Context: an optimization exercise on an open-source flow, tuned for small area. The choices shown serve that exercise and are no tape-out recipe. The RTL was checked by simulation tests, not by an equivalence proof against the original design.

==> flow/design.v <==
`timescale 1ns / 1ps
module uart_parity_gen #(
    parameter WIDTH = 32
)(
    input  wire [WIDTH-1:0] data,
    input  wire parity_even_n,   
    output wire parity_bit
);
    wire even_parity = ^data; 
    assign parity_bit = (parity_even_n) ? ~even_parity : even_parity;
endmodule
`timescale 1ns / 1ps
module uart_baud_gen #(
    parameter CLK_FREQ = 32000000,
    parameter BAUD_RATE = 115200
)(
    input  wire clk,
    input  wire rst_n,
    output wire baud_tick
);
    localparam [8:0] JUMP  = 9'd358;
    localparam [8:0] RESET = 9'd102;    
    localparam [8:0] MASK  = 9'h17f;    
    reg [8:0] lfsr;
    assign baud_tick = (lfsr & MASK) == (JUMP & MASK);
    always @(posedge clk or negedge rst_n) begin
        if (!rst_n)
            lfsr <= RESET;
        else
            lfsr <= {lfsr[7:0], (lfsr[8] ^ lfsr[3]) & ~baud_tick};
    end
endmodule
`timescale 1ns / 1ps
module uart_tx #(
    parameter WIDTH = 32
)(
    input  wire       clk,
    input  wire       rst_n,
    input  wire       tx_start,
    input  wire [WIDTH-1:0] tx_data,
    input  wire       parity_even_n,
    input  wire       baud_tick,
    output reg        tx_line,
    output reg        tx_busy
);
    reg [WIDTH+2:1] shreg;
    reg             parity;
    wire upper_empty = ~|shreg[WIDTH+2:2];
    always @(posedge clk or negedge rst_n) begin
        if (!rst_n) begin
            tx_line <= 1'b1;
            tx_busy <= 1'b0;
        end else if (!tx_busy) begin
            tx_busy <= tx_start;
        end else if (baud_tick) begin
            tx_line <= upper_empty ? (~shreg[1] | parity) : shreg[1];
            if (upper_empty & ~shreg[1])
                tx_busy <= 1'b0;
        end
    end
    wire ld = ~tx_busy;
    wire sh = tx_busy & baud_tick;
    wire hd = tx_busy & ~baud_tick;
    always @(posedge clk) begin
        shreg  <= ({(WIDTH+2){ld}} & {1'b1, tx_data, 1'b0})
                | ({(WIDTH+2){sh}} & {1'b0, shreg[WIDTH+2:2]})
                | ({(WIDTH+2){hd}} & shreg);
        parity <= (ld & parity_even_n) | (sh & (parity ^ shreg[1])) | (hd & parity);
    end
endmodule
`timescale 1ns / 1ps
module uart_rx #(
    parameter WIDTH = 32
)(
    input  wire       clk,
    input  wire       rst_n,
    input  wire       rx_line,
    input  wire       parity_even_n,
    input  wire       rx_clear,
    output wire [WIDTH-1:0] rx_data,
    output wire       rx_ready,
    output reg        parity_error,
    output wire       framing_error
);
    localparam [8:0] JUMP  = 9'd358;
    localparam [8:0] MASK  = 9'h17f;
    localparam [8:0] START = 9'd200;    
    reg              idle;
    reg              start_chk;
    reg [8:0]        timer;
    reg [WIDTH+2:1]  shreg;              
    wire sample = (timer & MASK) == (JUMP & MASK);
    assign rx_data       = shreg[WIDTH:1];
    assign framing_error = ~shreg[WIDTH+2];
    assign rx_ready = idle & ~start_chk;
    always @(posedge clk or negedge rst_n) begin
        if (!rst_n) begin
            idle      <= 1'b1;
            start_chk <= 1'b1;
        end else begin
            if (idle)
                start_chk <= 1'b1;
            else if (sample & ~rx_line)
                start_chk <= 1'b0;
            if (idle)
                idle <= rx_line;
            else if (sample)
                idle <= start_chk ? rx_line : shreg[1];
        end
    end
    wire sh = ~idle & sample & ~start_chk;
    wire hd = ~idle & ~(sample & ~start_chk);
    always @(posedge clk) begin
        shreg <= ({(WIDTH+2){sh}} & {rx_line, shreg[WIDTH+2:2]})
               | ({(WIDTH+2){hd}} & shreg)
               | {idle, {(WIDTH+1){1'b0}}};
        if (idle) begin
            timer        <= START;
            parity_error <= 1'b0;
        end else begin
            timer <= {timer[7:0], (timer[8] ^ timer[3]) & ~sample};
            if (sample & ~start_chk & ~shreg[1])
                parity_error <= parity_error ^ rx_line ^ (shreg[2] & parity_even_n);
        end
    end
endmodule
`timescale 1ns / 1ps
module uart_full_duplex_32bit #(
    parameter CLK_FREQ = 32000000,
    parameter BAUD_RATE = 115200
)(
    input  wire        clk,
    input  wire        rst_n,
    input  wire        tx_start,
    input  wire [31:0] tx_data,
    output wire        tx_busy,
    output wire [31:0] rx_data,
    output wire        rx_ready,
    input  wire        rx_clear,
    input  wire        parity_even_n,    
    output wire        uart_tx,    
    input  wire        uart_rx,    
    output wire        parity_error,
    output wire        framing_error
);
    wire baud_tick;
    uart_baud_gen #(.CLK_FREQ(CLK_FREQ), .BAUD_RATE(BAUD_RATE)) BAUDGEN (
        .clk(clk), .rst_n(rst_n), .baud_tick(baud_tick)
    );
    uart_tx #(.WIDTH(32)) TX (
        .clk(clk), .rst_n(rst_n),
        .tx_start(tx_start), .tx_data(tx_data),
        .parity_even_n(parity_even_n),
        .baud_tick(baud_tick),
        .tx_line(uart_tx),
        .tx_busy(tx_busy)
    );
    uart_rx #(.WIDTH(32)) RX (
        .clk(clk), .rst_n(rst_n),
        .rx_line(uart_rx),
        .parity_even_n(parity_even_n),
        .rx_clear(rx_clear),
        .rx_data(rx_data),
        .rx_ready(rx_ready),
        .parity_error(parity_error),
        .framing_error(framing_error)
    );
endmodule
clock: 10.0 ns
lec_check: 0
cap_margin: 20
core_margin: 2
core_utilization: 60
slew_margin: 20
standard.sh (not shown) runs the stock make flow with config.mk's settings and CLKGATE_MAP_FILE= SYNTH_SCRIPT=/design/flow/synth_recipe.tcl, a recipe that flattens the netlist after the stock synthesis.
==> flow/flow/run.sh <==
#!/bin/bash
# The standard layout (standard.sh) with three changes:
#  - synthesis maps logic with an area-oriented ABC script (flow/synth_area.tcl);
#  - port buffers use the smallest buffer cell;
#  - the clock tree is built without dummy loads.
# Each tool's full output stays in orfs/logs/; make's output is in flow_make.log.
set -euo pipefail
HERE=$(pwd)
export AREA_ABC_SCRIPT="$HERE/flow/abc_area.script"
export BUFFER_PORTS_ARGS="-buffer_cell sky130_fd_sc_hd__buf_1"
export CTS_ARGS="-sink_clustering_enable -repair_clock_nets -dont_use_dummy_load -buf_list {sky130_fd_sc_hd__clkbuf_8}"
sed "s#SYNTH_SCRIPT=[^ ]*#SYNTH_SCRIPT=$HERE/flow/synth_area.tcl#" standard.sh > flow_standard.sh
bash flow_standard.sh > flow_make.log 2>&1
==> flow/flow/abc_area.script <==
&get -n
&st
&syn2
&dch -f
&nf -p -R 1000 -F 8 -C 32 -E 10
&put
topo
dnsize -c
==> flow/flow/synth_area.tcl <==
# The standard synthesis (synth_recipe.tcl) with one change: ABC maps the
# combinational logic with an area-oriented script (flow/abc_area.script)
# instead of ORFS's speed script. Flip-flops are mapped before ABC runs, so
# the registers, their names and cell types are the standard synthesis's.
proc synth {args} { yosys synth -nofsm -noshare {*}$args }
proc abc {args} {
  set i [lsearch $args -script]
  if {$i >= 0} { lset args [expr {$i+1}] $::env(AREA_ABC_SCRIPT) }
  set j [lsearch $args -D]
  if {$j >= 0} { set args [lreplace $args $j [expr {$j+1}]] }
  yosys abc {*}$args
}
source $::env(SCRIPTS_DIR)/synth.tcl
# left out here: clear keep_hierarchy, flatten, clean up, hide names made inside functions, write 1_2_yosys.v
Edit:
--- a/flow/design.v
+++ b/flow/design.v
@@ -77,9 +77,9 @@
     input  wire       rx_line,
     input  wire       parity_even_n,
     input  wire       rx_clear,
     output wire [WIDTH-1:0] rx_data,
-    output wire       rx_ready,
+    output reg        rx_ready,
     output reg        parity_error,
     output wire       framing_error
 );
     localparam [8:0] JUMP  = 9'd358;
@@ -91,18 +91,14 @@
     reg [WIDTH+2:1]  shreg;              
     wire sample = (timer & MASK) == (JUMP & MASK);
     assign rx_data       = shreg[WIDTH:1];
     assign framing_error = ~shreg[WIDTH+2];
-    assign rx_ready = idle & ~start_chk;
     always @(posedge clk or negedge rst_n) begin
         if (!rst_n) begin
-            idle      <= 1'b1;
-            start_chk <= 1'b1;
+            idle     <= 1'b1;
+            rx_ready <= 1'b0;
         end else begin
-            if (idle)
-                start_chk <= 1'b1;
-            else if (sample & ~rx_line)
-                start_chk <= 1'b0;
+            rx_ready <= ~idle & sample & ~start_chk & shreg[1];
             if (idle)
                 idle <= rx_line;
             else if (sample)
                 idle <= start_chk ? rx_line : shreg[1];
@@ -115,13 +111,17 @@
                | ({(WIDTH+2){hd}} & shreg)
                | {idle, {(WIDTH+1){1'b0}}};
         if (idle) begin
             timer        <= START;
+            start_chk    <= 1'b1;
             parity_error <= 1'b0;
         end else begin
             timer <= {timer[7:0], (timer[8] ^ timer[3]) & ~sample};
-            if (sample & ~start_chk & ~shreg[1])
-                parity_error <= parity_error ^ rx_line ^ (shreg[2] & parity_even_n);
+            if (sample) begin
+                start_chk <= 1'b0;
+                if (!start_chk && !shreg[1])
+                    parity_error <= parity_error ^ rx_line ^ (shreg[2] & parity_even_n);
+            end
         end
     end
 endmodule
 `timescale 1ns / 1ps
Effect: Count of clock-buffer cells in the layout stays the same. Routed wire length goes up slightly. Final area grows slightly. Non-clock buffer count is unchanged. Worst setup slack improves by 0.12 ns. Fmax goes up by a few percent.

[re-timing with driven ports]
The results above use ideal ports. As a check the final layouts listed here were re-extracted and re-timed, cells and wires unchanged.
Step 1, drivers: a clkbuf_16 drives clk and a buf_2 each remaining input, both assumed.
Step 2, shift: input delay + t, output delay - t, t = (earliest + latest rising clock arrival at the registers) / 2. This alone moves slack from input paths to output paths.
a / b / c = no drivers / after step 1 / after step 2; a / b = the first two.
run	t (ns)	setup slack, ns	worst hold slack (ns)	latest minus earliest clock arrival (ns)	worst register clock-pin slew, ns
the first run	0.357	6.659 / 6.633 / 6.990	0.353 / 0.353 / 0.353	0.020 / 0.020	0.08 / 0.08
the second run	0.360	6.781 / 6.753 / 7.113	0.356 / 0.356 / 0.356	0.022 / 0.022	0.09 / 0.09
After both steps setup and hold are still met in every run listed.
